Source: an optimization exercise on an open RTL-to-GDS flow (aim: small area). Production flows keep margins and buffers that such runs may drop.
The RTL was checked by simulation tests, not by an equivalence proof against the original design.
Power figures rest on the tool's default switching activity, not on a simulated workload.

==> flow/design.v <==
module hdlc_rd3 (
  input  [2:0] s,
  input  [7:0] d0, d1, d2,
  output [7:0] y
);
  assign y = ~((d0 & {8{s[0]}}) | (d1 & {8{s[1]}}) | (d2 & {8{s[2]}}));
endmodule
module hdlc_spmem #(
  parameter DEPTH       = 128,
  parameter DEFAULT_OUT = 1'b1
) (
  input            clk,
  input            rst,
  input      [6:0] add,
  input      [7:0] Data_In,
  output reg [7:0] Data_Out,
  input            WR
);
  localparam NG = (DEPTH + 2) / 3;
  reg  [7:0]      used;             
  wire [3*NG-1:0] sel;              
  wire [8*3*NG-1:0] q;              
  wire [8*NG-1:0] y;                
  reg  [7:0]      rd;
  integer i;
  genvar g;
  generate
    for (g = 0; g < 3*NG; g = g + 1) begin : row
      if (g < DEPTH) begin : m
        reg [7:0] data;
        assign sel[g] = (add == g);
        always @(posedge clk)
          if (!WR && sel[g]) data <= Data_In;
        assign q[8*g +: 8] = data;
      end else begin : e
        assign sel[g] = 1'b0;
        assign q[8*g +: 8] = 8'h00;
      end
    end
    for (g = 0; g < NG; g = g + 1) begin : grp
      hdlc_rd3 rd3 (.s(sel[3*g +: 3]), .d0(q[8*(3*g) +: 8]), .d1(q[8*(3*g+1) +: 8]),
                    .d2(q[8*(3*g+2) +: 8]), .y(y[8*g +: 8]));
    end
  endgenerate
  always @(*) begin
    rd = 8'h00;
    for (i = 0; i < NG; i = i + 1)
      rd = rd | ~y[8*i +: 8];
  end
  always @(posedge clk or posedge rst)
    if (rst)
      used <= 8'd0;
    else if (!WR && ({1'b0, add} == used))
      used <= used + 1'b1;
  always @(posedge clk or posedge rst) begin
    if (rst)
      Data_Out <= {8{DEFAULT_OUT}};
    else if (!WR)
      Data_Out <= {8{DEFAULT_OUT}};
    else if ({1'b0, add} < used)
      Data_Out <= rd;
    else
      Data_Out <= 8'h00;
  end
endmodule
module hdlc #(
  parameter FCS_TYPE  = 2,
  parameter ADD_WIDTH = 7
) (
  output reg    Tx,
  input         Rx,
  input         TxClkEn,
  input         RxClkEn,
  input         TxEN,
  input         RxEn,
  input         RST_I,
  input         CLK_I,
  input  [2:0]  ADR_I,
  output reg [31:0] DAT_O,
  input  [31:0] DAT_I,
  input         WE_I,
  input         STB_I,
  output reg    ACK_O,
  input         CYC_I,
  output        RTY_O,
  output reg    TAG0_O,
  output reg    TAG1_O
);
  localparam [6:0] MAX_ADDRESS = 7'h7F;
  assign RTY_O = 1'b0;
  reg        ack_0, ack_1, ack_2, ack_3, ack_4;
  reg  [4:0] DATO_0;    
  reg  [4:0] DATO_2;
  reg [31:0] DATO_3;
  reg  [6:0] DATO_4;
  reg        en_0, en_1, en_2, en_3, en_4;
  reg  [2:0] wb_counter;
  reg        rst_count;
  reg        TxEnable, TxAbort, TxFCSen;
  reg  [7:0] TxDataInBuff;
  reg        Txwr;
  reg        RxRd;
  wire       TxDone, Tx_Full, Tx_AbortedTrans_D2;
  wire [6:0] Rx_FrameSize;
  wire       RxRdy_int, Rx_Buff_Overflow, Rx_FrameError_D2, Rx_FCSerr, Rx_AbortSignal_D2;
  wire [7:0] RxDataBuffOut;
  always @(posedge CLK_I) begin
    if (RST_I) begin
      ACK_O     <= 1'b0;
      DAT_O     <= 32'h0;
      TAG0_O    <= 1'b0;
      TAG1_O    <= 1'b0;
      en_0      <= 1'b0;
      en_1      <= 1'b0;
      en_2      <= 1'b0;
      en_3      <= 1'b0;
      en_4      <= 1'b0;
      rst_count <= 1'b1;
    end else begin
      TAG0_O <= TxDone;
      TAG1_O <= RxRdy_int;
      if (CYC_I && STB_I) begin
        case (ADR_I)
          3'b000: begin
            ACK_O <= ack_0; DAT_O <= {24'h0, 3'b000, DATO_0};
            en_0 <= 1'b1; en_1 <= 1'b0; en_2 <= 1'b0; en_3 <= 1'b0; en_4 <= 1'b0;
            rst_count <= 1'b1;
          end
          3'b001: begin
            ACK_O <= ack_1; DAT_O <= 32'h0;
            en_0 <= 1'b0; en_1 <= !ack_1; en_2 <= 1'b0; en_3 <= 1'b0; en_4 <= 1'b0;
            rst_count <= (wb_counter == 3'd4);
          end
          3'b010: begin
            ACK_O <= ack_2; DAT_O <= {24'h0, 3'b000, DATO_2};
            en_0 <= 1'b0; en_1 <= 1'b0; en_2 <= 1'b1; en_3 <= 1'b0; en_4 <= 1'b0;
          end
          3'b011: begin
            ACK_O <= ack_3; DAT_O <= DATO_3;
            en_0 <= 1'b0; en_1 <= 1'b0; en_2 <= 1'b0; en_3 <= !ack_3; en_4 <= 1'b0;
            rst_count <= (wb_counter == 3'd7);
          end
          3'b100: begin
            ACK_O <= ack_4; DAT_O <= {24'h0, 1'b0, DATO_4};
            en_0 <= 1'b0; en_1 <= 1'b0; en_2 <= 1'b0; en_3 <= 1'b0; en_4 <= 1'b1;
          end
          default: begin
            DAT_O <= 32'h0; ACK_O <= 1'b1;
            en_0 <= 1'b0; en_1 <= 1'b0; en_2 <= 1'b0; en_3 <= 1'b0; en_4 <= 1'b0;
          end
        endcase
      end else begin
        DAT_O <= 32'h0;
        ACK_O <= 1'b0;
        en_0 <= 1'b0; en_1 <= 1'b0; en_2 <= 1'b0; en_3 <= 1'b0; en_4 <= 1'b0;
      end
    end
  end
  always @(posedge CLK_I) begin
    if (RST_I) begin
      ack_0    <= 1'b0;
      DATO_0   <= 5'h0;
      TxEnable <= 1'b0;
      TxAbort  <= 1'b0;
      TxFCSen  <= 1'b1;
    end else begin
      DATO_0 <= {Tx_Full, Tx_AbortedTrans_D2, 2'b00, TxDone};
      ack_0  <= en_0;
      if (en_0 && WE_I) begin
        TxEnable <= DAT_I[1];
        TxAbort  <= DAT_I[2];
        TxFCSen  <= DAT_I[5];
      end
    end
  end
  always @(posedge CLK_I) begin
    if (RST_I) begin
      ack_1        <= 1'b0;
      Txwr         <= 1'b0;
      TxDataInBuff <= 8'h00;
    end else begin
      if (WE_I && en_1) begin
        case (wb_counter)
          3'd0: begin Txwr <= 1'b1; TxDataInBuff <= DAT_I[7:0];   ack_1 <= 1'b0; end
          3'd1: begin Txwr <= 1'b1; TxDataInBuff <= DAT_I[15:8];  ack_1 <= 1'b0; end
          3'd2: begin Txwr <= 1'b1; TxDataInBuff <= DAT_I[23:16]; ack_1 <= 1'b0; end
          3'd3: begin Txwr <= 1'b1; TxDataInBuff <= DAT_I[31:24]; ack_1 <= 1'b1; end
          default: begin Txwr <= 1'b0; TxDataInBuff <= 8'h00; ack_1 <= 1'b0; end
        endcase
      end else begin
        TxDataInBuff <= 8'h00;
        Txwr         <= 1'b0;
        ack_1        <= 1'b0;
      end
    end
  end
  always @(posedge CLK_I) begin
    if (RST_I) begin
      ack_2  <= 1'b0;
      DATO_2 <= 5'h0;
    end else begin
      DATO_2 <= {Rx_Buff_Overflow, Rx_AbortSignal_D2, Rx_FrameError_D2, Rx_FCSerr, RxRdy_int};
      ack_2  <= en_2;
    end
  end
  always @(posedge CLK_I) begin
    if (RST_I) begin
      ack_3  <= 1'b0;
      DATO_3 <= 32'h0;
      RxRd   <= 1'b0;
    end else begin
      if (en_3 && !WE_I) begin
        case (wb_counter)
          3'd0: begin RxRd <= 1'b1; DATO_3 <= 32'h0; ack_3 <= 1'b0; end
          3'd1: begin RxRd <= 1'b1; DATO_3 <= {RxDataBuffOut, DATO_3[31:8]}; ack_3 <= 1'b0; end
          3'd2: begin RxRd <= 1'b1; DATO_3 <= {RxDataBuffOut, DATO_3[31:8]}; ack_3 <= 1'b0; end
          3'd3: begin RxRd <= 1'b0; DATO_3 <= {RxDataBuffOut, DATO_3[31:8]}; ack_3 <= 1'b0; end
          3'd4: begin RxRd <= 1'b0; DATO_3 <= {RxDataBuffOut, DATO_3[31:8]}; ack_3 <= 1'b0; end
          3'd5: begin RxRd <= 1'b0; DATO_3 <= {RxDataBuffOut, DATO_3[31:8]}; ack_3 <= 1'b1; end
          default: begin RxRd <= 1'b0; DATO_3 <= 32'h0; ack_3 <= 1'b0; end
        endcase
      end else begin
        DATO_3 <= 32'h0;
        RxRd   <= 1'b0;
        ack_3  <= 1'b0;
      end
    end
  end
  always @(posedge CLK_I) begin
    if (RST_I) begin
      ack_4  <= 1'b0;
      DATO_4 <= 7'h0;
    end else begin
      DATO_4 <= Rx_FrameSize;
      ack_4  <= en_4;
    end
  end
  always @(posedge CLK_I) begin
    if (rst_count)             wb_counter <= 3'd0;
    else if (en_1 || en_3)     wb_counter <= wb_counter + 3'd1;
    else                       wb_counter <= 3'd0;
  end
  wire       Tx_rdy_D1;            
  wire       Tx_AbortedTrans_D1;   
  reg        Tx_WriteByte_D2;      
  reg        Tx_ValidFrame_D2;     
  reg  [7:0] TXD;                  
  reg ts_rdy_ff, Tx_rdy_D2, ts_wr_ff, Tx_WriteByte_D1, ts_ack_i, ts_ack_ff, Tx_ack;
  reg ts_af_ff, Tx_AbortFrame_D1, ts_vf_ff, Tx_ValidFrame_D1, ts_at_ff;
  reg Tx_AbortedTrans_D2_r;
  assign Tx_AbortedTrans_D2 = Tx_AbortedTrans_D2_r;
  always @(posedge CLK_I or posedge RST_I)
    if (RST_I) begin
      ts_rdy_ff <= 1'b0; Tx_rdy_D2 <= 1'b0;
      ts_ack_ff <= 1'b0; Tx_ack <= 1'b0;
      ts_at_ff <= 1'b0; Tx_AbortedTrans_D2_r <= 1'b0;
    end else begin
      Tx_rdy_D2 <= ts_rdy_ff; ts_rdy_ff <= Tx_rdy_D1;
      Tx_ack <= ts_ack_ff; ts_ack_ff <= ts_ack_i;
      Tx_AbortedTrans_D2_r <= ts_at_ff; ts_at_ff <= Tx_AbortedTrans_D1;
    end
  always @(posedge CLK_I or posedge RST_I)
    if (RST_I) begin
      ts_wr_ff <= 1'b0; Tx_WriteByte_D1 <= 1'b0; ts_ack_i <= 1'b0;
      ts_af_ff <= 1'b0; Tx_AbortFrame_D1 <= 1'b0;
      ts_vf_ff <= 1'b0; Tx_ValidFrame_D1 <= 1'b0;
    end else if (TxClkEn) begin
      ts_ack_i <= ts_wr_ff; Tx_WriteByte_D1 <= ts_wr_ff; ts_wr_ff <= Tx_WriteByte_D2;
      Tx_AbortFrame_D1 <= ts_af_ff; ts_af_ff <= TxAbort;
      Tx_ValidFrame_D1 <= ts_vf_ff; ts_vf_ff <= Tx_ValidFrame_D2;
    end
  localparam TB_IDLE = 2'd0, TB_WRITE = 2'd1, TB_READ = 2'd2;
  reg  [1:0] tb_p_state, tb_n_state;
  reg  [6:0] tb_FrameSize, tb_Count;
  reg        tb_WR_i, tb_load_FrSize, tb_en_Count, tb_rst_count;
  reg        TxDataAvail, tb_TxDone;
  reg        Tx_RdBuff;    
  wire [7:0] TxDataOutBuff;
  assign TxDone  = tb_TxDone;
  assign Tx_Full = (tb_Count == MAX_ADDRESS);
  always @(posedge CLK_I or posedge RST_I)
    if (RST_I)             tb_Count <= 7'd0;
    else if (tb_rst_count) tb_Count <= 7'd0;
    else if (tb_en_Count)  tb_Count <= tb_Count + 1'b1;
  always @(posedge CLK_I or posedge RST_I)
    if (RST_I)               tb_FrameSize <= 7'd0;
    else if (tb_load_FrSize) tb_FrameSize <= tb_Count;
  always @(posedge CLK_I or posedge RST_I)
    if (RST_I) tb_p_state <= TB_IDLE;
    else       tb_p_state <= tb_n_state;
  always @(*) begin
    case (tb_p_state)
      TB_IDLE: begin
        tb_TxDone      = 1'b1;
        TxDataAvail    = 1'b0;
        tb_load_FrSize = 1'b0;
        tb_WR_i        = !Txwr;
        if (Txwr) begin
          tb_n_state   = TB_WRITE;
          tb_en_Count  = 1'b1;
          tb_rst_count = 1'b0;
        end else begin
          tb_n_state   = TB_IDLE;
          tb_en_Count  = 1'b0;
          tb_rst_count = 1'b1;
        end
      end
      TB_WRITE: begin
        tb_TxDone   = 1'b0;
        TxDataAvail = 1'b0;
        tb_WR_i     = !Txwr;
        tb_en_Count = Txwr;
        if (TxEnable || (tb_Count == MAX_ADDRESS)) begin
          tb_n_state     = TB_READ;
          tb_load_FrSize = 1'b1;
          tb_rst_count   = 1'b1;
        end else begin
          tb_n_state     = TB_WRITE;
          tb_load_FrSize = 1'b0;
          tb_rst_count   = 1'b0;
        end
      end
      TB_READ: begin
        tb_WR_i        = 1'b1;
        tb_en_Count    = Tx_RdBuff;
        tb_load_FrSize = 1'b0;
        TxDataAvail    = 1'b1;
        if (tb_Count == tb_FrameSize) begin
          tb_TxDone    = 1'b1;
          tb_n_state   = TB_IDLE;
          tb_rst_count = 1'b1;
        end else begin
          tb_TxDone    = 1'b0;
          tb_n_state   = TB_READ;
          tb_rst_count = 1'b0;
        end
      end
      default: begin
        tb_WR_i        = 1'b1;
        tb_en_Count    = 1'b0;
        tb_load_FrSize = 1'b0;
        TxDataAvail    = 1'b0;
        tb_TxDone      = 1'b0;
        tb_rst_count   = 1'b1;
        tb_n_state     = tb_p_state;
      end
    endcase
  end
  hdlc_spmem #(.DEPTH(128), .DEFAULT_OUT(1'b0)) TxMem (
    .clk(CLK_I), .rst(RST_I), .add(tb_Count), .Data_In(TxDataInBuff),
    .Data_Out(TxDataOutBuff), .WR(tb_WR_i));
  localparam TF_IDLE = 4'd0, TF_READ = 4'd1, TF_WRITE = 4'd2, TF_WAIT = 4'd3,
             TF_SETZ1 = 4'd4, TF_WRITEZ1 = 4'd5, TF_SETZ2 = 4'd6, TF_WAIT2 = 4'd7,
             TF_WAIT_STATE1 = 4'd8, TF_WAIT_STATE2 = 4'd9, TF_WAIT_STATE3 = 4'd10;
  reg [15:0] tf_FCS;
  reg [3:0]  tf_state;
  wire [15:0] tf_crc_data = crc16_d8(TxDataOutBuff, tf_FCS);
  wire [15:0] tf_crc_ones = crc16_d8(8'hFF, tf_FCS);
  always @(posedge CLK_I or posedge RST_I) begin
    if (RST_I) begin
      tf_FCS           <= 16'hFFFF;
      Tx_ValidFrame_D2 <= 1'b0;
      Tx_WriteByte_D2  <= 1'b0;
      TXD              <= 8'h00;
      Tx_RdBuff        <= 1'b0;
      tf_state         <= TF_IDLE;
    end else begin
      case (tf_state)
        TF_IDLE: begin
          tf_FCS           <= 16'hFFFF;
          Tx_ValidFrame_D2 <= TxDataAvail;
          Tx_WriteByte_D2  <= 1'b0;
          TXD              <= 8'h00;
          if (Tx_rdy_D2) begin
            tf_state  <= TF_READ;
            Tx_RdBuff <= 1'b1;
          end else begin
            tf_state  <= TF_IDLE;
            Tx_RdBuff <= 1'b0;
          end
        end
        TF_READ: begin
          tf_FCS           <= tf_crc_data;
          Tx_ValidFrame_D2 <= 1'b1;
          Tx_WriteByte_D2  <= 1'b1;
          TXD              <= TxDataOutBuff;
          Tx_RdBuff        <= 1'b0;
          tf_state         <= TF_WAIT_STATE1;
        end
        TF_WAIT_STATE1: begin
          if (!Tx_rdy_D2) tf_state <= TF_WAIT;
        end
        TF_WAIT: begin
          Tx_ValidFrame_D2 <= 1'b1;
          Tx_WriteByte_D2  <= 1'b0;
          if (TxDataAvail) begin
            TXD <= TxDataOutBuff;
            if (Tx_rdy_D2) begin
              Tx_RdBuff <= 1'b1;
              tf_state  <= TF_READ;
            end else begin
              Tx_RdBuff <= 1'b0;
              tf_state  <= TF_WAIT;
            end
          end else begin
            TXD       <= 8'hFF;
            Tx_RdBuff <= 1'b0;
            if (TxFCSen) begin
              tf_FCS   <= tf_crc_ones;
              tf_state <= TF_SETZ1;
            end else begin
              tf_FCS   <= 16'hFFFF;
              tf_state <= TF_IDLE;
            end
          end
        end
        TF_SETZ1: begin
          tf_FCS           <= tf_crc_ones;
          Tx_ValidFrame_D2 <= 1'b1;
          Tx_WriteByte_D2  <= 1'b0;
          TXD              <= 8'hFF;
          Tx_RdBuff        <= 1'b0;
          tf_state         <= TF_SETZ2;
        end
        TF_SETZ2: begin
          Tx_ValidFrame_D2 <= 1'b1;
          Tx_RdBuff        <= 1'b0;
          if (Tx_rdy_D2) begin
            Tx_WriteByte_D2 <= 1'b1;
            TXD <= ~{tf_FCS[8], tf_FCS[9], tf_FCS[10], tf_FCS[11],
                     tf_FCS[12], tf_FCS[13], tf_FCS[14], tf_FCS[15]};
            tf_state <= TF_WAIT_STATE2;
          end else begin
            TXD             <= 8'hFF;
            Tx_WriteByte_D2 <= 1'b0;
            tf_state        <= TF_SETZ2;
          end
        end
        TF_WAIT_STATE2: begin
          if (!Tx_rdy_D2) tf_state <= TF_WAIT2;
        end
        TF_WAIT2: begin
          Tx_ValidFrame_D2 <= 1'b1;
          Tx_RdBuff        <= 1'b0;
          if (Tx_rdy_D2) begin
            Tx_WriteByte_D2 <= 1'b1;
            TXD <= ~{tf_FCS[0], tf_FCS[1], tf_FCS[2], tf_FCS[3],
                     tf_FCS[4], tf_FCS[5], tf_FCS[6], tf_FCS[7]};
            tf_state <= TF_WAIT_STATE3;
          end else begin
            TXD             <= 8'hFF;
            Tx_WriteByte_D2 <= 1'b0;
            tf_state        <= TF_WAIT2;
          end
        end
        TF_WAIT_STATE3: begin
          if (!Tx_rdy_D2) tf_state <= TF_IDLE;
        end
        default: ;
      endcase
    end
  end
  reg [3:0] tc_a_counter;
  reg       tc_a_state;
  reg [2:0] tc_f_state;
  reg [4:0] tc_f_counter;
  reg       tc_enable;        
  reg       tc_BackendEnable, tc_Frame, tc_AbortTrans;
  reg       zi_inProgress;
  always @(posedge CLK_I or posedge RST_I) begin
    if (RST_I) begin
      tc_AbortTrans <= 1'b0;
      tc_a_counter  <= 4'd0;
      tc_enable     <= 1'b1;
      tc_a_state    <= 1'b0;
    end else if (TxClkEn) begin
      if (TxEN) begin
        case (tc_a_state)
          1'b0: begin
            if (Tx_AbortedTrans_D1 || Tx_AbortFrame_D1) begin
              tc_a_state   <= 1'b1;
              tc_a_counter <= 4'd0;
            end
            tc_AbortTrans <= 1'b0;
          end
          1'b1: begin
            if (tc_a_counter == 4'd8) begin
              tc_a_counter <= 4'd0;
              if (!Tx_AbortedTrans_D1 && !Tx_AbortFrame_D1) begin
                tc_a_state    <= 1'b0;
                tc_AbortTrans <= 1'b0;
              end else begin
                tc_AbortTrans <= 1'b1;
              end
            end else begin
              tc_a_counter <= tc_a_counter + 4'd1;
            end
          end
        endcase
      end
      tc_enable <= TxEN;
    end
  end
  always @(posedge CLK_I or posedge RST_I) begin
    if (RST_I) begin
      tc_Frame         <= 1'b0;
      tc_f_state       <= 3'b000;
      tc_f_counter     <= 5'd0;
      tc_BackendEnable <= 1'b0;
    end else if (TxClkEn && TxEN) begin
      case (tc_f_state)
        3'b000: begin
          tc_Frame <= 1'b0;
          if (Tx_ValidFrame_D1) begin
            tc_f_state       <= 3'b001;
            tc_BackendEnable <= 1'b1;
          end else begin
            tc_BackendEnable <= 1'b0;
          end
          tc_f_counter <= 5'd0;
        end
        3'b001: begin
          if (tc_f_counter > 5'd1 && !zi_inProgress) begin
            tc_f_state <= 3'b010;
            tc_Frame   <= 1'b1;
          end else begin
            tc_Frame <= 1'b0;
          end
          if (!zi_inProgress) tc_f_counter <= tc_f_counter + 5'd1;
          tc_BackendEnable <= 1'b1;
        end
        3'b010: begin
          tc_Frame <= 1'b1;
          if (!Tx_ValidFrame_D1) begin
            tc_f_state       <= 3'b011;
            tc_BackendEnable <= 1'b0;
          end else begin
            tc_BackendEnable <= 1'b1;
          end
          tc_f_counter <= 5'd0;
        end
        3'b011: begin
          if (tc_f_counter > 5'd2 && !zi_inProgress) tc_f_state <= 3'b100;
          tc_Frame <= 1'b1;
          if (!zi_inProgress) tc_f_counter <= tc_f_counter + 5'd1;
          tc_BackendEnable <= 1'b0;
        end
        3'b100: begin
          if (tc_f_counter == 5'd10) begin
            tc_f_counter <= 5'd0;
            tc_f_state   <= 3'b000;
            tc_Frame     <= 1'b0;
          end else begin
            tc_f_counter <= tc_f_counter + 5'd1;
            tc_Frame     <= 1'b1;
          end
          tc_BackendEnable <= 1'b0;
        end
        default: ;
      endcase
    end
  end
  reg [7:0]  zi_data_reg;
  reg        zi_flag, zi_delay_TX, zi_TXD;
  reg [15:0] zi_tmp_reg;
  reg [3:0]  zi_counter;
  reg        zi_b_state, zi_rdy, zi_abortedTrans;
  reg [15:0] zi_tmp_n;
  reg [3:0]  zi_cnt_n;
  reg        zi_ones;
  assign Tx_rdy_D1          = zi_rdy;
  assign Tx_AbortedTrans_D1 = zi_abortedTrans;
  always @(posedge CLK_I or posedge RST_I) begin
    if (RST_I) begin
      zi_tmp_reg    <= 16'h0000;
      zi_counter    <= 4'd0;
      zi_flag       <= 1'b1;
      zi_TXD        <= 1'b1;
      zi_delay_TX   <= 1'b1;
      zi_inProgress <= 1'b0;
    end else if (TxClkEn && TxEN) begin
      zi_ones = &zi_tmp_reg[4:0];
      zi_delay_TX <= zi_tmp_reg[0];
      zi_TXD      <= zi_delay_TX;
      zi_tmp_n = zi_tmp_reg;
      zi_cnt_n = zi_counter;
      if (zi_ones) begin
        zi_tmp_n[4:0] = {1'b0, zi_tmp_reg[4:1]};
      end else begin
        zi_tmp_n = {1'b0, zi_tmp_reg[15:1]};
        zi_cnt_n = zi_counter + 4'd1;
      end
      if (zi_cnt_n == 4'd8) begin
        zi_cnt_n = 4'd0;
        zi_flag       <= 1'b1;
        zi_inProgress <= 1'b0;
        zi_tmp_n[15:8] = zi_data_reg;
      end else begin
        zi_inProgress <= 1'b1;
        zi_flag       <= 1'b0;
      end
      zi_tmp_reg <= zi_tmp_n;
      zi_counter <= zi_cnt_n;
    end
  end
  always @(posedge CLK_I or posedge RST_I) begin
    if (RST_I) begin
      zi_b_state      <= 1'b0;
      zi_data_reg     <= 8'h00;
      zi_rdy          <= 1'b0;
      zi_abortedTrans <= 1'b0;
    end else if (TxClkEn && TxEN) begin
      if (tc_BackendEnable) begin
        case (zi_b_state)
          1'b0: begin
            if (zi_flag) begin
              zi_b_state  <= 1'b1;
              zi_rdy      <= 1'b1;
              zi_data_reg <= 8'h00;
            end
          end
          1'b1: begin
            if (Tx_WriteByte_D1) begin
              zi_b_state  <= 1'b0;
              zi_rdy      <= 1'b0;
              zi_data_reg <= TXD;
            end else if (zi_flag) begin
              zi_b_state      <= 1'b0;
              zi_rdy          <= 1'b0;
              zi_data_reg     <= 8'h00;
              zi_abortedTrans <= 1'b1;
            end
          end
        endcase
      end else begin
        zi_rdy          <= 1'b0;
        zi_b_state      <= 1'b0;
        zi_abortedTrans <= 1'b0;
      end
    end
  end
  reg [7:0] fi_transmit_reg;
  reg       fi_state;
  always @(posedge CLK_I or posedge RST_I) begin
    if (RST_I) begin
      fi_transmit_reg <= 8'hFF;
      fi_state        <= 1'b0;
      Tx              <= 1'b1;
    end else if (TxClkEn) begin
      if (TxEN) begin
        case (fi_state)
          1'b0: begin
            Tx <= fi_transmit_reg[0];
            if (tc_Frame && !tc_AbortTrans) begin
              fi_state        <= 1'b1;
              fi_transmit_reg <= 8'b01111110;
            end else begin
              fi_transmit_reg <= {1'b1, fi_transmit_reg[7:1]};
            end
          end
          1'b1: begin
            Tx <= fi_transmit_reg[0];
            if (tc_AbortTrans) begin
              fi_transmit_reg <= 8'b11111110;
              fi_state        <= 1'b0;
            end else if (!tc_Frame) begin
              fi_transmit_reg <= 8'b01111110;
              fi_state        <= 1'b0;
            end else begin
              fi_transmit_reg <= {zi_TXD, fi_transmit_reg[7:1]};
            end
          end
        endcase
      end else begin
        Tx <= 1'b1;
      end
    end
  end
  reg       fd_FlagDetect, fd_Abort, fd_RXD, fd_RXEn_O;
  reg [7:0] fd_ShiftReg, fd_Enable_Reg;
  always @(posedge CLK_I or posedge RST_I) begin
    if (RST_I) begin
      fd_FlagDetect <= 1'b0;
      fd_Abort      <= 1'b0;
      fd_RXD        <= 1'b0;
      fd_ShiftReg   <= 8'h00;
      fd_RXEn_O     <= 1'b1;
      fd_Enable_Reg <= 8'hFF;
    end else if (RxClkEn) begin
      fd_FlagDetect <= !fd_ShiftReg[0] && (&fd_ShiftReg[6:1]) && !fd_ShiftReg[7];
      fd_Abort      <= !fd_ShiftReg[0] && (&fd_ShiftReg[7:1]);
      fd_ShiftReg   <= {Rx, fd_ShiftReg[7:1]};
      fd_RXD        <= fd_ShiftReg[0];
      fd_RXEn_O     <= fd_Enable_Reg[0];
      fd_Enable_Reg <= {RxEn, fd_Enable_Reg[7:1]};
    end
  end
  reg [2:0] rc_counter, rc_FlagCounter;
  reg       rc_FrameStatus, rc_FlagInit;
  reg [7:0] rc_FrameStatusReg;
  reg       rc_enable, rc_initzero, Rx_ValidFrame_D1, Rx_FrameError_D1, Rx_AbortSignal_D1;
  reg [2:0] rc_fc_n;
  reg       rc_fs_n, rc_fi_n;
  reg       zd_aval;
  always @(posedge CLK_I or posedge RST_I) begin
    if (RST_I) begin
      rc_enable         <= 1'b0;
      rc_FrameStatus    <= 1'b0;
      Rx_ValidFrame_D1  <= 1'b0;
      Rx_AbortSignal_D1 <= 1'b0;
      rc_counter        <= 3'd0;
      rc_FlagInit       <= 1'b0;
      rc_initzero       <= 1'b0;
      rc_FrameStatusReg <= 8'h00;
      Rx_FrameError_D1  <= 1'b0;
      rc_FlagCounter    <= 3'd0;
    end else if (RxClkEn) begin
      rc_fc_n = rc_FlagCounter;
      rc_fs_n = rc_FrameStatus;
      rc_fi_n = rc_FlagInit;
      if (fd_FlagDetect) begin
        rc_fi_n = 1'b1;
        rc_fs_n = 1'b0;
        rc_fc_n = 3'd0;
        Rx_AbortSignal_D1 <= 1'b0;
      end
      if (rc_fi_n) begin
        if (rc_fc_n == 3'd7) begin
          rc_fs_n = 1'b1;
          rc_fc_n = 3'd0;
          rc_initzero <= 1'b1;
          rc_fi_n = 1'b0;
        end else begin
          rc_fc_n = rc_fc_n + 3'd1;
          rc_initzero <= 1'b0;
        end
      end else begin
        rc_initzero <= 1'b0;
      end
      if (fd_Abort) begin
        rc_fs_n = 1'b0;
        Rx_AbortSignal_D1 <= 1'b1;
      end
      Rx_ValidFrame_D1  <= rc_FrameStatusReg[0];
      rc_FrameStatusReg <= {rc_fs_n, rc_FrameStatusReg[7:1]};
      if (fd_RXEn_O) begin
        if (rc_fs_n) begin
          if (zd_aval) begin
            rc_enable        <= 1'b1;
            rc_counter       <= 3'd0;
            Rx_FrameError_D1 <= 1'b0;
          end else begin
            if (rc_counter == 3'd5) begin
              rc_enable        <= 1'b0;
              rc_counter       <= 3'd0;
              Rx_FrameError_D1 <= 1'b1;
            end else begin
              rc_enable        <= 1'b1;
              rc_counter       <= rc_counter + 3'd1;
              Rx_FrameError_D1 <= 1'b0;
            end
          end
        end else begin
          Rx_FrameError_D1 <= 1'b0;
          rc_enable        <= 1'b0;
        end
      end else begin
        Rx_FrameError_D1 <= 1'b0;
        rc_enable        <= 1'b0;
      end
      rc_FlagCounter <= rc_fc_n;
      rc_FrameStatus <= rc_fs_n;
      rc_FlagInit    <= rc_fi_n;
    end
  end
  reg [7:0] zd_DataRegister, zd_tempRegister, RxD;
  reg       zd_flag, zd_status, zd_rdy_var, Rx_rdy_D1;
  reg [2:0] zd_counter;
  reg [5:0] zd_checkreg;
  reg [7:0] zd_tr_n;
  reg [2:0] zd_cnt_n;
  reg [5:0] zd_cr_n;
  reg       zd_zd, zd_st_n, zd_rv_n;
  reg       Rx_Readbyte_D1;
  always @(posedge CLK_I or posedge RST_I) begin
    if (RST_I) begin
      zd_counter      <= 3'd0;
      zd_tempRegister <= 8'h00;
      zd_DataRegister <= 8'h00;
      zd_flag         <= 1'b0;
      zd_checkreg     <= 6'd0;
    end else if (RxClkEn && rc_enable) begin
      zd_tr_n  = zd_tempRegister;
      zd_cnt_n = zd_counter;
      if (!rc_initzero) begin
        zd_cr_n = {fd_RXD, zd_checkreg[5:1]};
        zd_tr_n[zd_cnt_n] = fd_RXD;
      end else begin
        zd_cr_n = {fd_RXD, 5'b00000};
        zd_cnt_n = 3'd0;
        zd_tr_n[0] = fd_RXD;
      end
      zd_zd = !zd_cr_n[5] && (&zd_cr_n[4:0]);
      if (zd_zd) begin
        zd_flag <= 1'b0;
      end else begin
        if (zd_cnt_n == 3'd7) begin
          zd_DataRegister <= zd_tr_n;
          zd_cnt_n = 3'd0;
          zd_flag <= 1'b1;
        end else begin
          zd_cnt_n = zd_cnt_n + 3'd1;
          zd_flag <= 1'b0;
        end
      end
      zd_tempRegister <= zd_tr_n;
      zd_counter      <= zd_cnt_n;
      zd_checkreg     <= zd_cr_n;
    end
  end
  always @(posedge CLK_I or posedge RST_I) begin
    if (RST_I) begin
      RxD        <= 8'h00;
      zd_status  <= 1'b0;
      zd_aval    <= 1'b1;
      zd_rdy_var <= 1'b0;
      Rx_rdy_D1  <= 1'b0;
    end else if (RxClkEn) begin
      zd_st_n = zd_status;
      zd_rv_n = zd_rdy_var;
      if (rc_enable && zd_flag) begin
        zd_st_n = 1'b1;
        RxD <= zd_DataRegister;
        zd_rv_n = 1'b1;
      end
      if (Rx_Readbyte_D1) begin
        zd_st_n = 1'b0;
        zd_rv_n = 1'b0;
      end
      Rx_rdy_D1 <= zd_rv_n;
      if (!Rx_ValidFrame_D1) zd_aval <= 1'b1;
      else                   zd_aval <= !zd_st_n;
      zd_status  <= zd_st_n;
      zd_rdy_var <= zd_rv_n;
    end
  end
  reg rs_rdy_ff, Rx_rdy_D2, rs_rd_ff, rs_vf_ff, Rx_ValidFrame_D2, rs_ab_ff, rs_fe_ff;
  reg Rx_AbortSignal_D2_r, Rx_FrameError_D2_r;
  reg Rx_Readbyte_D2;    
  assign Rx_AbortSignal_D2 = Rx_AbortSignal_D2_r;
  assign Rx_FrameError_D2  = Rx_FrameError_D2_r;
  always @(posedge CLK_I or posedge RST_I)
    if (RST_I) begin
      rs_rdy_ff <= 1'b0; Rx_rdy_D2 <= 1'b0;
      rs_vf_ff <= 1'b0; Rx_ValidFrame_D2 <= 1'b0;
      rs_ab_ff <= 1'b0; Rx_AbortSignal_D2_r <= 1'b0;
      rs_fe_ff <= 1'b0; Rx_FrameError_D2_r <= 1'b0;
    end else begin
      Rx_rdy_D2 <= rs_rdy_ff; rs_rdy_ff <= Rx_rdy_D1;
      Rx_ValidFrame_D2 <= rs_vf_ff; rs_vf_ff <= Rx_ValidFrame_D1;
      Rx_AbortSignal_D2_r <= rs_ab_ff; rs_ab_ff <= Rx_AbortSignal_D1;
      Rx_FrameError_D2_r <= rs_fe_ff; rs_fe_ff <= Rx_FrameError_D1;
    end
  always @(posedge CLK_I or posedge RST_I)
    if (RST_I) begin
      rs_rd_ff <= 1'b0; Rx_Readbyte_D1 <= 1'b0;
    end else if (RxClkEn) begin
      Rx_Readbyte_D1 <= rs_rd_ff; rs_rd_ff <= Rx_Readbyte_D2;
    end
  localparam RF_IDLE = 2'd0, RF_RUN = 2'd1, RF_READ = 2'd2, RF_EOF = 2'd3;
  reg [1:0]  rf_p_state, rf_n_state;
  reg [15:0] rf_FCS, rf_FCS_value;
  reg        rf_WrBuff_i, rf_EOF_i, rf_FCSerr;
  reg [7:0]  Rx_DataBuff;
  reg        Rx_WrBuff, Rx_EOF;
  wire [15:0] rf_crc_next = crc16_d8(RxD, rf_FCS);
  assign Rx_FCSerr = rf_FCSerr;
  always @(posedge CLK_I or posedge RST_I) begin
    if (RST_I) begin
      rf_p_state  <= RF_IDLE;
      rf_FCS      <= 16'hFFFF;
      Rx_WrBuff   <= 1'b0;
      Rx_DataBuff <= 8'hFF;
      Rx_EOF      <= 1'b0;
    end else begin
      rf_p_state  <= rf_n_state;
      rf_FCS      <= rf_FCS_value;
      Rx_DataBuff <= RxD;
      Rx_WrBuff   <= rf_WrBuff_i;
      Rx_EOF      <= rf_EOF_i;
    end
  end
  always @(*) begin
    case (rf_p_state)
      RF_IDLE: begin
        rf_FCSerr      = 1'b0;
        rf_WrBuff_i    = 1'b0;
        rf_FCS_value   = 16'hFFFF;
        Rx_Readbyte_D2 = 1'b0;
        rf_EOF_i       = 1'b0;
        rf_n_state     = Rx_ValidFrame_D2 ? RF_RUN : RF_IDLE;
      end
      RF_RUN: begin
        rf_FCSerr      = 1'b0;
        rf_WrBuff_i    = 1'b0;
        Rx_Readbyte_D2 = 1'b0;
        rf_FCS_value   = rf_FCS;
        if (Rx_ValidFrame_D2) begin
          rf_EOF_i   = 1'b0;
          rf_n_state = Rx_rdy_D2 ? RF_READ : RF_RUN;
        end else begin
          rf_n_state = RF_EOF;
          rf_EOF_i   = 1'b1;
        end
      end
      RF_EOF: begin
        rf_n_state     = RF_IDLE;
        Rx_Readbyte_D2 = 1'b0;
        rf_WrBuff_i    = 1'b0;
        rf_FCSerr      = TxFCSen && (rf_FCS != 16'h1D0F);
        rf_FCS_value   = 16'hFFFF;
        rf_EOF_i       = 1'b0;
      end
      default: begin   
        rf_FCSerr = 1'b0;
        rf_EOF_i  = 1'b0;
        if (Rx_rdy_D2) begin
          rf_n_state     = RF_READ;
          rf_FCS_value   = rf_FCS;
          rf_WrBuff_i    = 1'b0;
          Rx_Readbyte_D2 = 1'b1;
        end else begin
          rf_n_state     = RF_RUN;
          rf_FCS_value   = rf_crc_next;
          rf_WrBuff_i    = 1'b1;
          Rx_Readbyte_D2 = 1'b0;
        end
      end
    endcase
  end
  localparam RB_IDLE = 2'd0, RB_WRITE = 2'd1, RB_READ = 2'd2;
  reg  [6:0] rb_Count, rb_FrameSize;
  reg  [1:0] rb_p_state, rb_n_state;
  reg        rb_load_FrSize, rb_en_Count, rb_rst_count, rb_WR_i;
  reg        rb_Overflow_i, rb_RxRdy_i, rb_Overflow, rb_RxRdy;
  assign Rx_FrameSize     = rb_FrameSize;
  assign RxRdy_int        = rb_RxRdy;
  assign Rx_Buff_Overflow = rb_Overflow;
  always @(posedge CLK_I or posedge RST_I)
    if (RST_I)             rb_Count <= 7'd0;
    else if (rb_rst_count) rb_Count <= 7'd0;
    else if (rb_en_Count)  rb_Count <= rb_Count + 1'b1;
  always @(posedge CLK_I or posedge RST_I)
    if (RST_I)               rb_FrameSize <= 7'd0;
    else if (rb_load_FrSize) rb_FrameSize <= rb_Count - FCS_TYPE;
  always @(posedge CLK_I or posedge RST_I)
    if (RST_I) begin
      rb_p_state  <= RB_IDLE;
      rb_Overflow <= 1'b0;
      rb_RxRdy    <= 1'b0;
    end else begin
      rb_p_state  <= rb_n_state;
      rb_Overflow <= rb_Overflow_i;
      rb_RxRdy    <= rb_RxRdy_i;
    end
  always @(*) begin
    case (rb_p_state)
      RB_WRITE: begin
        rb_Overflow_i = (rb_Count == MAX_ADDRESS);
        rb_WR_i       = !Rx_WrBuff;
        rb_en_Count   = Rx_WrBuff;
        if (Rx_EOF || (rb_Count == MAX_ADDRESS)) begin
          rb_RxRdy_i     = 1'b1;
          rb_n_state     = RB_READ;
          rb_load_FrSize = 1'b1;
          rb_rst_count   = 1'b1;
        end else begin
          rb_RxRdy_i     = 1'b0;
          rb_n_state     = RB_WRITE;
          rb_load_FrSize = 1'b0;
          rb_rst_count   = 1'b0;
        end
      end
      RB_READ: begin
        rb_WR_i        = 1'b1;
        rb_en_Count    = RxRd;
        rb_load_FrSize = 1'b0;
        if (rb_Count == rb_FrameSize) begin
          rb_Overflow_i = 1'b0;
          rb_RxRdy_i    = 1'b0;
          rb_n_state    = RB_IDLE;
          rb_rst_count  = 1'b1;
        end else begin
          if (Rx_WrBuff) begin
            rb_Overflow_i = 1'b1;
            rb_n_state    = RB_WRITE;
            rb_rst_count  = 1'b1;
          end else begin
            rb_Overflow_i = 1'b0;
            rb_n_state    = RB_READ;
            rb_rst_count  = 1'b0;
          end
          rb_RxRdy_i = 1'b1;
        end
      end
      default: begin   
        rb_RxRdy_i     = 1'b0;
        rb_load_FrSize = 1'b0;
        rb_WR_i        = !Rx_WrBuff;
        rb_Overflow_i  = 1'b0;
        if (Rx_WrBuff) begin
          rb_n_state   = RB_WRITE;
          rb_en_Count  = 1'b1;
          rb_rst_count = 1'b0;
        end else begin
          rb_n_state   = RB_IDLE;
          rb_en_Count  = 1'b0;
          rb_rst_count = 1'b1;
        end
      end
    endcase
  end
  hdlc_spmem #(.DEPTH(127), .DEFAULT_OUT(1'b1)) RxMem (
    .clk(CLK_I), .rst(RST_I), .add(rb_Count), .Data_In(Rx_DataBuff),
    .Data_Out(RxDataBuffOut), .WR(rb_WR_i));
  function [15:0] crc16_d8(input [7:0] D, input [15:0] C);
    begin
      crc16_d8[0]  = D[4] ^ D[0] ^ C[8]  ^ C[12];
      crc16_d8[1]  = D[5] ^ D[1] ^ C[9]  ^ C[13];
      crc16_d8[2]  = D[6] ^ D[2] ^ C[10] ^ C[14];
      crc16_d8[3]  = D[7] ^ D[3] ^ C[11] ^ C[15];
      crc16_d8[4]  = D[4] ^ C[12];
      crc16_d8[5]  = D[5] ^ D[4] ^ D[0] ^ C[8] ^ C[12] ^ C[13];
      crc16_d8[6]  = D[6] ^ D[5] ^ D[1] ^ C[9] ^ C[13] ^ C[14];
      crc16_d8[7]  = D[7] ^ D[6] ^ D[2] ^ C[10] ^ C[14] ^ C[15];
      crc16_d8[8]  = D[7] ^ D[3] ^ C[0] ^ C[11] ^ C[15];
      crc16_d8[9]  = D[4] ^ C[1] ^ C[12];
      crc16_d8[10] = D[5] ^ C[2] ^ C[13];
      crc16_d8[11] = D[6] ^ C[3] ^ C[14];
      crc16_d8[12] = D[7] ^ D[4] ^ D[0] ^ C[4] ^ C[8] ^ C[12] ^ C[15];
      crc16_d8[13] = D[5] ^ D[1] ^ C[5] ^ C[9] ^ C[13];
      crc16_d8[14] = D[6] ^ D[2] ^ C[6] ^ C[10] ^ C[14];
      crc16_d8[15] = D[7] ^ D[3] ^ C[7] ^ C[11] ^ C[15];
    end
  endfunction
endmodule
==> flow/run.sh <==
#!/bin/bash
# synth_recipe.tcl (not shown) runs the flow's synth.tcl, then flattens the netlist and writes it again
# the make line also repeats each setting of config.mk as NAME=value (left out here)
make -C /OpenROAD-flow-scripts/flow DESIGN_CONFIG=/design/flow/config.mk WORK_HOME=/design/flow/orfs CLKGATE_MAP_FILE= SYNTH_SCRIPT=/design/flow/synth_recipe.tcl finish
==> flow/config.mk <==
export PLATFORM = sky130hd
export DESIGN_NAME = hdlc
export DESIGN_NICKNAME = hdlc
export VERILOG_FILES = /design/flow/design.v
export SDC_FILE = /design/flow/constraint.sdc
export NUM_CORES = 4
export LEC_CHECK = 0
export CAP_MARGIN = 20
export CORE_MARGIN = 2
export CORE_UTILIZATION = 40
export PLACE_DENSITY = 0.6
export SLEW_MARGIN = 20
export SYNTH_HIERARCHICAL = 1
export SYNTH_MINIMUM_KEEP_SIZE = 0
==> flow/constraint.sdc <==
create_clock -name core_clock -period 10.0 [get_ports {CLK_I}]
set_input_delay 2.0000 -clock core_clock [delete_from_list [all_inputs] [get_ports {CLK_I}]]
set_output_delay 2.0000 -clock core_clock [all_outputs]
set_load 0.01 [all_outputs]
==> results of run 1 <==
==> cells in the final DEF, fill, tap and decap left out, types with 57 or more instances in the layout <==
cell type	n
a21oi_1	96
a222oi_1	696
and2_1	62
buf_4	63
clkbuf_16	234
clkdlybuf4s50_1	78
dfrtp_1	212
dfstp_2	62
dfxtp_1	99
edfxtp_1	2040
inv_1	65
mux2_2	57
nand2_1	172
nand4_1	188
nor2_1	581
o21ai_0	89
xnor2_1	61
==> layer usage <==
| metal | wire length (um) | track usage, % | up-vias |
|---|---|---|---|
| met5 | 22 | 0 | - |
| met4 | 6610 | 6.21 | 4 |
| met3 | 16700 | 3.06 | 369 |
| met2 | 110000 | 31.4 | 2169 |
| met1 | 91700 | 25.9 | 26500 |
| li1 | - | - | 22500 |
==> worst max-delay path by stage <==
| stage | start | to | slack (ns) |
|---|---|---|---|
| global placement | RST_I | DAT_O[16]$_SDFF_PP0_ | 5.45 |
| detailed placement | RST_I | DAT_O[10]$_SDFF_PP0_ | 5.39 |
| finish | tb_Count[3]$_DFFE_PP0P_ | TxMem.Data_Out[6]$_DFF_PP0_ | 5.58 |
| CTS | tb_Count[2]$_DFFE_PP0P_ | TxMem.Data_Out[1]$_DFF_PP0_ | 5.56 |
| global route | tb_Count[3]$_DFFE_PP0P_ | TxMem.Data_Out[1]$_DFF_PP0_ | 5.55 |
| floorplan | RST_I | DAT_O[12]$_SDFF_PP0_ | 3.72 |
==> final cells by class <==
cell class | count | area share (%)
diodes | 3 | 0.00740
clock buffers | 305 | 6.28
multi-input cells | 2630 | 17.9
well taps | 2992 | 3.69
clock inverters | 113 | 1.05
repair buffers | 145 | 1.28
flip-flops and latches | 2429 | 69.6
inverters | 66 | 0.251
==> power breakdown <==
group | switching [mW] | leakage, nW | total [mW] | internal, mW
clock | 3.75 | 3.65 | 8.58 | 4.83
sequential | 0.197 | 23.4 | 11.3 | 11.1
combinational | 0.490 | 6.17 | 0.849 | 0.359
==> worst max-delay path, stage by stage, from the launching register on <==
cell	delay, ns
dfrtp_1	0.66
nor2_1	0.17
nand2_1	0.59
buf_4	0.35
nor2_1	0.18
a222oi_1	0.70
nand4_1	0.31
nor4_1	0.95
and3_1	0.28
nor3_1	0.05
==> per-stage QoR <==
step	hold slack (ns)	utilization [%]	instance area (sq um)	worst slack, ns
after floorplan	0.331	-	90600	3.72
after global placement	0.333	41.8	94000	5.45
after detailed placement	0.346	41.8	94000	5.39
after CTS	0.352	45.1	101000	5.56
after global routing	0.367	45.1	102000	5.55
final	0.341	45.1	102000	5.58
==> per-module statistics from Yosys (local to each module, per instance), a selection <==
module	times used	cells
hdlc_rd3	86	10
hdlc	1	1480
==> kinds of logic after synthesis <==
kind of cell / synth area share, %
mux: 0.909
compound gates: 10.0
buf+inv: 2.08
fa+ha+maj: 0.691
other cells: 0.0124
xor+xnor: 0.968
simple gates: 7.33
flops: 78.0
==> run summary, run 1 <==
sequential fraction of the synthesis area - 78.0%
# hold bufs at CTS - 0
total track usage - 19.1%
post-DR wirelength/cell - 25.9 um
Hold Path End - Rx_AbortSignal_D2_r$_DFF_PP0_
FF-to-FF Start - tb_Count[3]$_DFFE_PP0P_
dpl cells - 8,260
Remaining DRCs - 0
clk slew on worst S/H paths - 0.06 ns
number of core rows - 174
CP required - 10.70 ns
DR iter-0 viols - 7,608
Synth Register Bits - 2,429
total CTS buffers - 227
fill cell count - 19,200
status - no timing/DRC/antenna violations
Regs by FF count - TxMem.row.m.data (1024), RxMem.row.m.data (1016)
largest register by flop count - TxMem.row.m.data
Startpoint Class - register
Worst R2R Setup Slack - 5.58 ns
Min Clock Period, post-route - 4.42 ns
Vias/cell - 5.93
setup TNS - 0 ns
Register-to-Register Path Depth - 9
layout cells sized above 1 - 11.0%
Synth top cells by count - edfxtp_1, a222oi_1, nor2_1
Final Net Count - 5,594
skew final - 0.0546 ns
hold crit path type - reg -> reg
synth warn - 9
TritonCTS clock tree - yes
area delta synth->final - 12.2%
Syn Inst Count - 5,437
largest net degree at the start of global routing - 95
most frequent cell after synthesis - edfxtp_1
Final Setup Violations - 0
worst-margin pin slew - 1.09 ns
Largest register FFs - 1,024
area of the multi-input gates - 18,200 sq um
post_cts resized - 0
Netlist Area Pre-Place - 90,500 sq um
Core ar. - 225,000 sq um
final slew viol count - 0
Overall Power - 20.7 mW
Ports - 82
hold wc startpoint - rs_ab_ff$_DFF_PP0_
final hold vios - 0
via count - 51,500
grt total ovfl - 0
drt total wl - 225,000 um
sequential standard cell area - 70,600 sq um
post-CTS setup buffers - 0
hold depth - 0
number of flops mapped to enable cells by yosys - 2,040
Slew Limit Headroom - 27.4%
fin cells - 8,683
Static Leak - 33.2 nW
Die X - 480 um
Post-DRT Antenna Nets - 0
first-pass GRT wire length - 332,000 um
peak supply drop - 0.000179 V
cell type with the largest total area after synthesis - edfxtp_1
PD cells - 204 nW/um^2
placed wire-length estimate - 141,000 um
reg2reg end - TxMem.Data_Out[6]$_DFF_PP0_
first-pass iteration count of the detailed router - 14
CTS root buffer - clkbuf_16
RSZ-0062 raised after global routing - false
initial antenna violation count - 6
CTS Buffer Depth - 3
Async S/R FF share, synth - 11.6%
Skew-Pair Late Insertion Delay - 0.87 ns
clk sinks - 2,429
Synth cell types - 82
number of global-route vias before repair - 50,500
die footprint - 230,000 sq um
Die H - 480 um
Most used DFF post-synth - edfxtp_1
Syn Area/Cell - 16.6 sq um
critical path type - reg -> reg
H-tree depth - 4
max-cap check violation count - 0
port buffer count - 80
FMAX - 226 MHz
initial core utilization - 40.2%
Synth top area share - 67.7%
synth top area cells - edfxtp_1, a222oi_1, dfrtp_1
CP Capture Type - register
crit path DAT - 5.12 ns
Tcrit/Tclk final - 44.2%
RePlAce Congestion - 0.831
CP max FO - 14
==> run 2, diff against run 1 <==
--- a/flow/design.v
+++ b/flow/design.v
@@ -23,6 +23,7 @@
   wire [8*NG-1:0] y;                
   reg  [7:0]      rd;
   integer i;
+  wire [7:0] wd = WR ? rd : Data_In;
   genvar g;
   generate
     for (g = 0; g < 3*NG; g = g + 1) begin : row
@@ -30,7 +31,7 @@
         reg [7:0] data;
         assign sel[g] = (add == g);
         always @(posedge clk)
-          if (!WR && sel[g]) data <= Data_In;
+          if (sel[g]) data <= wd;
         assign q[8*g +: 8] = data;
       end else begin : e
         assign sel[g] = 1'b0;
@@ -104,10 +105,22 @@
   wire [6:0] Rx_FrameSize;
   wire       RxRdy_int, Rx_Buff_Overflow, Rx_FrameError_D2, Rx_FCSerr, Rx_AbortSignal_D2;
   wire [7:0] RxDataBuffOut;
+  reg        rd3_acc;    
+  reg  [7:0] DAT_O_lo;
+  always @(*) DAT_O = {DATO_3[31:8] & {24{rd3_acc}}, DAT_O_lo};
+  always @(posedge CLK_I) begin
+    case (ADR_I)
+      3'b000:  DAT_O_lo <= {3'b000, DATO_0};
+      3'b010:  DAT_O_lo <= {3'b000, DATO_2};
+      3'b011:  DAT_O_lo <= DATO_3[7:0];
+      3'b100:  DAT_O_lo <= {1'b0, DATO_4};
+      default: DAT_O_lo <= 8'h00;
+    endcase
+  end
   always @(posedge CLK_I) begin
     if (RST_I) begin
       ACK_O     <= 1'b0;
-      DAT_O     <= 32'h0;
+      rd3_acc   <= 1'b0;
       TAG0_O    <= 1'b0;
       TAG1_O    <= 1'b0;
       en_0      <= 1'b0;
@@ -117,54 +130,53 @@
       en_4      <= 1'b0;
       rst_count <= 1'b1;
     end else begin
-      TAG0_O <= TxDone;
-      TAG1_O <= RxRdy_int;
+      TAG0_O  <= TxDone;
+      TAG1_O  <= RxRdy_int;
+      rd3_acc <= CYC_I && STB_I && (ADR_I == 3'b011);
       if (CYC_I && STB_I) begin
         case (ADR_I)
           3'b000: begin
-            ACK_O <= ack_0; DAT_O <= {24'h0, 3'b000, DATO_0};
+            ACK_O <= ack_0;
             en_0 <= 1'b1; en_1 <= 1'b0; en_2 <= 1'b0; en_3 <= 1'b0; en_4 <= 1'b0;
             rst_count <= 1'b1;
           end
           3'b001: begin
-            ACK_O <= ack_1; DAT_O <= 32'h0;
+            ACK_O <= ack_1;
             en_0 <= 1'b0; en_1 <= !ack_1; en_2 <= 1'b0; en_3 <= 1'b0; en_4 <= 1'b0;
             rst_count <= (wb_counter == 3'd4);
           end
           3'b010: begin
-            ACK_O <= ack_2; DAT_O <= {24'h0, 3'b000, DATO_2};
+            ACK_O <= ack_2;
             en_0 <= 1'b0; en_1 <= 1'b0; en_2 <= 1'b1; en_3 <= 1'b0; en_4 <= 1'b0;
           end
           3'b011: begin
-            ACK_O <= ack_3; DAT_O <= DATO_3;
+            ACK_O <= ack_3;
             en_0 <= 1'b0; en_1 <= 1'b0; en_2 <= 1'b0; en_3 <= !ack_3; en_4 <= 1'b0;
             rst_count <= (wb_counter == 3'd7);
           end
           3'b100: begin
-            ACK_O <= ack_4; DAT_O <= {24'h0, 1'b0, DATO_4};
+            ACK_O <= ack_4;
             en_0 <= 1'b0; en_1 <= 1'b0; en_2 <= 1'b0; en_3 <= 1'b0; en_4 <= 1'b1;
           end
           default: begin
-            DAT_O <= 32'h0; ACK_O <= 1'b1;
+            ACK_O <= 1'b1;
             en_0 <= 1'b0; en_1 <= 1'b0; en_2 <= 1'b0; en_3 <= 1'b0; en_4 <= 1'b0;
           end
         endcase
       end else begin
-        DAT_O <= 32'h0;
         ACK_O <= 1'b0;
         en_0 <= 1'b0; en_1 <= 1'b0; en_2 <= 1'b0; en_3 <= 1'b0; en_4 <= 1'b0;
       end
     end
   end
+  always @(posedge CLK_I) DATO_0 <= {Tx_Full, Tx_AbortedTrans_D2, 2'b00, TxDone};
   always @(posedge CLK_I) begin
     if (RST_I) begin
       ack_0    <= 1'b0;
-      DATO_0   <= 5'h0;
       TxEnable <= 1'b0;
       TxAbort  <= 1'b0;
       TxFCSen  <= 1'b1;
     end else begin
-      DATO_0 <= {Tx_Full, Tx_AbortedTrans_D2, 2'b00, TxDone};
       ack_0  <= en_0;
       if (en_0 && WE_I) begin
         TxEnable <= DAT_I[1];
@@ -173,68 +185,41 @@
       end
     end
   end
+  always @(posedge CLK_I) TxDataInBuff <= DAT_I[8*wb_counter[1:0] +: 8];
   always @(posedge CLK_I) begin
     if (RST_I) begin
-      ack_1        <= 1'b0;
-      Txwr         <= 1'b0;
-      TxDataInBuff <= 8'h00;
+      ack_1 <= 1'b0;
+      Txwr  <= 1'b0;
     end else begin
-      if (WE_I && en_1) begin
-        case (wb_counter)
-          3'd0: begin Txwr <= 1'b1; TxDataInBuff <= DAT_I[7:0];   ack_1 <= 1'b0; end
-          3'd1: begin Txwr <= 1'b1; TxDataInBuff <= DAT_I[15:8];  ack_1 <= 1'b0; end
-          3'd2: begin Txwr <= 1'b1; TxDataInBuff <= DAT_I[23:16]; ack_1 <= 1'b0; end
-          3'd3: begin Txwr <= 1'b1; TxDataInBuff <= DAT_I[31:24]; ack_1 <= 1'b1; end
-          default: begin Txwr <= 1'b0; TxDataInBuff <= 8'h00; ack_1 <= 1'b0; end
-        endcase
-      end else begin
-        TxDataInBuff <= 8'h00;
-        Txwr         <= 1'b0;
-        ack_1        <= 1'b0;
-      end
+      Txwr  <= WE_I && en_1 && !wb_counter[2];
+      ack_1 <= WE_I && en_1 && (wb_counter == 3'd3);
     end
   end
+  always @(posedge CLK_I) DATO_2 <= {Rx_Buff_Overflow, Rx_AbortSignal_D2, Rx_FrameError_D2, Rx_FCSerr, RxRdy_int};
   always @(posedge CLK_I) begin
-    if (RST_I) begin
-      ack_2  <= 1'b0;
-      DATO_2 <= 5'h0;
-    end else begin
-      DATO_2 <= {Rx_Buff_Overflow, Rx_AbortSignal_D2, Rx_FrameError_D2, Rx_FCSerr, RxRdy_int};
-      ack_2  <= en_2;
-    end
+    if (RST_I) ack_2 <= 1'b0;
+    else       ack_2 <= en_2;
   end
   always @(posedge CLK_I) begin
-    if (RST_I) begin
-      ack_3  <= 1'b0;
+    if (en_3 && !WE_I && (wb_counter != 3'd0) && (wb_counter <= 3'd5))
+      DATO_3 <= {RxDataBuffOut, DATO_3[31:8]};
+    else if (!ack_3)
       DATO_3 <= 32'h0;
-      RxRd   <= 1'b0;
-    end else begin
-      if (en_3 && !WE_I) begin
-        case (wb_counter)
-          3'd0: begin RxRd <= 1'b1; DATO_3 <= 32'h0; ack_3 <= 1'b0; end
-          3'd1: begin RxRd <= 1'b1; DATO_3 <= {RxDataBuffOut, DATO_3[31:8]}; ack_3 <= 1'b0; end
-          3'd2: begin RxRd <= 1'b1; DATO_3 <= {RxDataBuffOut, DATO_3[31:8]}; ack_3 <= 1'b0; end
-          3'd3: begin RxRd <= 1'b0; DATO_3 <= {RxDataBuffOut, DATO_3[31:8]}; ack_3 <= 1'b0; end
-          3'd4: begin RxRd <= 1'b0; DATO_3 <= {RxDataBuffOut, DATO_3[31:8]}; ack_3 <= 1'b0; end
-          3'd5: begin RxRd <= 1'b0; DATO_3 <= {RxDataBuffOut, DATO_3[31:8]}; ack_3 <= 1'b1; end
-          default: begin RxRd <= 1'b0; DATO_3 <= 32'h0; ack_3 <= 1'b0; end
-        endcase
-      end else begin
-        DATO_3 <= 32'h0;
-        RxRd   <= 1'b0;
-        ack_3  <= 1'b0;
-      end
-    end
   end
   always @(posedge CLK_I) begin
     if (RST_I) begin
-      ack_4  <= 1'b0;
-      DATO_4 <= 7'h0;
+      ack_3 <= 1'b0;
+      RxRd  <= 1'b0;
     end else begin
-      DATO_4 <= Rx_FrameSize;
-      ack_4  <= en_4;
+      RxRd  <= en_3 && !WE_I && (wb_counter <= 3'd2);
+      ack_3 <= en_3 && !WE_I && (wb_counter == 3'd5);
     end
   end
+  always @(posedge CLK_I) DATO_4 <= Rx_FrameSize;
+  always @(posedge CLK_I) begin
+    if (RST_I) ack_4 <= 1'b0;
+    else       ack_4 <= en_4;
+  end
   always @(posedge CLK_I) begin
     if (rst_count)             wb_counter <= 3'd0;
     else if (en_1 || en_3)     wb_counter <= wb_counter + 3'd1;
--- a/flow/config.mk
+++ b/flow/config.mk
@@ -7,8 +7,11 @@
 export LEC_CHECK = 0
 export CAP_MARGIN = 20
 export CORE_MARGIN = 2
-export CORE_UTILIZATION = 40
-export PLACE_DENSITY = 0.6
+export CORE_UTILIZATION = 60
+export CTS_BUF_LIST = sky130_fd_sc_hd__clkbuf_16
+export CTS_CLUSTER_DIAMETER = 60
+export CTS_CLUSTER_SIZE = 30
+export PLACE_DENSITY = 0.8
 export SLEW_MARGIN = 20
 export SYNTH_HIERARCHICAL = 1
 export SYNTH_MINIMUM_KEEP_SIZE = 0
==> run 2 against run 1 <==
  * Still clean
  * Flip-flop and latch count is 21 lower
  * Cell area decreased by 3.2%
  * Combinational power up 110%
  * Power is 2.3% lower
  * Cell count fell by 15%
  * Non-clock buffer count grew 233
  * Highest routed layer unchanged
==> run summary, run 2 <==
status - no timing/DRC/antenna violations
CP Capture Type - register
Synth cell types - 85 (+3.7%)
PD cells - 206 nW/um^2 (+1.0%)
placed wire-length estimate - 122,000 um (-13%)
Die X - 389 um (-19%)
number of flops mapped to enable cells by yosys - 2,072 (+1.6%)
hold wc startpoint - Rx_FrameError_D2_r$_DFF_PP0_
FF-to-FF Start - rb_Count[3]$_DFFE_PP0P_
H-tree depth - 4 (unchanged)
max-cap check violation count - 0 (unchanged)
setup TNS - 0 ns (unchanged)
Static Leak - 31.9 nW (-3.8%)
Ports - 82 (unchanged)
DR iter-0 viols - 9,049 (+19%)
largest net degree at the start of global routing - 129 (+36%)
Worst R2R Setup Slack - 4.74 ns (-0.84 ns)
Synth top cells by count - edfxtp_1, a222oi_1, nor2_1
RePlAce Congestion - 0.864 (+4.0%)
Post-DRT Antenna Nets - 0 (unchanged)
Vias/cell - 6.83 (+15%)
total CTS buffers - 130 (-43%)
critical path type - reg -> reg
Hold Path End - DATO_2[2]$_DFF_P_
layout cells sized above 1 - 13.3% (+2.2 points)
CTS Buffer Depth - 3 (unchanged)
sequential fraction of the synthesis area - 79.3% (+1.3 points)
reg2reg end - RxMem.row[51].m.data[6]$_DFFE_PP_
peak supply drop - 0.000252 V (+41%)
# hold bufs at CTS - 0 (unchanged)
synth top area cells - edfxtp_1, a222oi_1, dfrtp_1
first-pass GRT wire length - 301,000 um (-9.5%)
tightest hold margin - 0.342 ns (+0.00128 ns)
Final Net Count - 5,440 (-2.8%)
number of global-route vias before repair - 48,900 (-3.2%)
final hold vios - 0 (unchanged)
Netlist Area Pre-Place - 88,900 sq um (-1.8%)
RSZ-0062 raised after global routing - false
Register-to-Register Path Depth - 10 (+1)
met1 WL - 74,400 um (-19%)
CP max FO - 105 (+91)
synth warn - 9 (unchanged)
total track usage - 26.1% (+7.0 points)
worst-margin pin slew - 1.26 ns (+0.167 ns)
first-pass iteration count of the detailed router - 13 (-1)
FMAX - 190 MHz (-16%)
via count - 50,400 (-2.0%)
final slew viol count - 0 (unchanged)
Synth top area share - 70.0% (+2.3 points)
Async S/R FF share, synth - 11.7% (+0.10 points)
Skew-Pair Late Insertion Delay - 0.81 ns (-0.06 ns)
Min Clock Period, post-route - 5.26 ns (+0.836 ns)
TritonCTS clock tree - yes
port buffer count - 80 (unchanged)
clk sinks - 2,408 (-0.86%)
CP required - 10.36 ns (-0.34 ns)
Slew Limit Headroom - 15.5% (-12 points)
Largest register FFs - 1,024 (unchanged)
Remaining DRCs - 0 (unchanged)
CTS root buffer - clkbuf_16
Die H - 389 um (-19%)
Core ar. - 147,000 sq um (-34%)
hold crit path type - reg -> reg
drt total wl - 200,000 um (-11%)
wire length on met2 - 95,300 um (-13%)
post-CTS setup buffers - 0 (unchanged)
area delta synth->final - 10.5%
commonest non-fill, non-tap cell in the layout - edfxtp_1
highest-count cells in the layout ignoring fill and taps - edfxtp_1, a222oi_1, nor2_1, buf_4, dfrtp_1
Final Setup Violations - 0 (unchanged)
skew final - 0.0587 ns (+0.00406 ns)
number of core rows - 141 (-19%)
Synth Register Bits - 2,408 (-0.86%)
cell type with the largest total area after synthesis - edfxtp_1
hold depth - 0 (unchanged)
Regs by FF count - TxMem.row.m.data (1024), RxMem.row.m.data (1016), DATO_3 (32)
Syn Area/Cell - 17.5 sq um (+5.2%)
initial core utilization - 60.3% (+20 points)
Tcrit/Tclk final - 52.6% (+8.4 points)
Most used DFF post-synth - edfxtp_1
post-DR wirelength/cell - 27.0 um (+4.3%)
most frequent cell after synthesis - edfxtp_1
initial antenna violation count - 7 (+1)
largest register by flop count - TxMem.row.m.data
clk slew on worst S/H paths - 0.09 ns (+0.03 ns)
Syn Inst Count - 5,077 (-6.6%)
die footprint - 151,000 sq um (-34%)
grt total ovfl - 0 (unchanged)
Startpoint Class - register
post_cts resized - 0 (unchanged)
crit path DAT - 5.62 ns (+0.50 ns)
top layer in use - met5
metal3 WL - 19,000 um (+14%)
## run 2: cell count changes in the layout (fill, tap and decap cells not counted), moves of 31 or more
cell       before   now
buf_4          63   288
clkbuf_1       44     0
clkbuf_16     234   137
clkinv_1       36     5
clkinv_2       42     6
dfxtp_1        99    54
edfxtp_1     2040  2072
nor2_1        581   370
## run 2: how the worst max path moves through the flow
stage,from,slack (ns),endpoint
detailed placement,rb_Count[5]$_DFFE_PP0P_,4.75,RxMem.row[16].m.data[4]$_DFFE_PP_
global route,rb_Count[5]$_DFFE_PP0P_,4.69,RxMem.row[51].m.data[4]$_DFFE_PP_
finish,rb_Count[3]$_DFFE_PP0P_,4.74,RxMem.row[51].m.data[6]$_DFFE_PP_
floorplan,RST_I,1.17,RxD[0]$_DFFE_PP0P_
global placement,rb_Count[3]$_DFFE_PP0P_,5.08,RxMem.row[48].m.data[1]$_DFFE_PP_
CTS,rb_Count[5]$_DFFE_PP0P_,4.72,RxMem.row[54].m.data[3]$_DFFE_PP_
## run 2: metal layers
layer  global-route usage [%]  up-vias
li1                         -    21700
met1                     35.3    25200
met3                     4.53      499
met5                        0        -
met2                     41.5     2971
met4                     13.2        4
## run 2: through the flow
stage                     worst slack (ns)  util [%]  power, mW  std cells  cell area [sq um]
after floorplan                       1.17         -       13.3       5102              88900
after global placement                5.08      63.3       13.9       7137              93300
after detailed placement              4.75      63.4       14.0       7140              93400
after CTS                             4.72      66.6       20.3       7376              98200
after global routing                  4.69      66.7       20.8       7379              98200
final                                 4.74      66.7       20.2       7380              98200
## run 2: critical path: stages, from the launching register on
cell,delay [ns]
dfrtp_1,0.67
nor2_1,0.17
nand2_1,0.61
nor2_1,0.14
buf_4,0.25
a222oi_1,0.76
nand4_1,0.18
nor4_1,0.98
and3_1,0.38
nor2_4,0.13
buf_4,0.48
## run 2: report_power, final
| part | switching [mW] | total (mW) | internal [mW] |
|---|---|---|---|
| Clock | 3.38 | 6.42 | 3.05 |
| Combinational | 1.30 | 1.75 | 0.443 |
| Sequential | 0.195 | 12.1 | 11.9 |
| Total | 4.87 | 20.2 | 15.4 |
## run 2: layout make-up
class                   instances  area, sq um
diodes                          1         2.50
repair buffers                378         3110
multi-input cells            2360        17200
clock buffers                 137         3430
fillers                      9099        49100
clock inverters                99         1370
flip-flops and latches       2408        70400
inverters                      67          259
well taps                    1930         2410
## run 2: Yosys stat by module (local to each module, per instance), a selection
module	cells	times used	flip-flops and latches
hdlc	1417	1	336
hdlc_rd3	10	86	0
## run 2: logic make-up after synthesis
group	count (synthesis)	synth area share (%)
AO/OA/AOI/OAI	1014	10.0
XOR/XNOR	108	1.07
adder cells (fa/ha/maj)	50	0.704
buffers and inverters	334	1.75
flip-flops	2408	79.3
multiplexers	80	1.11
other	3	0.0127
AND/OR/NAND/NOR	1080	6.03

## separate check: timing with driven ports
Ports are ideal in the flow. The routed layouts listed here were re-timed in OpenROAD. Step 1 assumes that a clkbuf_16 drives the clock port and a buf_2 every other input. Step 2 times the ports against the registers' clock, not the clock port: input delays grow and output delays shrink by t, the midpoint of the rising clock arrivals with the driver on. a / b / c = ideal / step 1 / step 2; a / b = the first two.
| run | t (ns) | setup slack, ns | worst hold slack (ns) | slew at the worst register clock pin (ns) |
|---|---|---|---|---|
| run 1 | 0.932 | 5.581 / 5.581 / 5.548 | 0.341 / 0.341 / 0.341 | 0.07 / 0.07 |
| run 2 | 0.871 | 4.744 / 4.744 / 4.744 | 0.342 / 0.342 / 0.342 | 0.12 / 0.12 |
After both steps setup and hold are still met in every run listed. The setup slack of run 1, which loses most, moves by 0.000 ns with the drivers and by -0.033 ns with both steps.
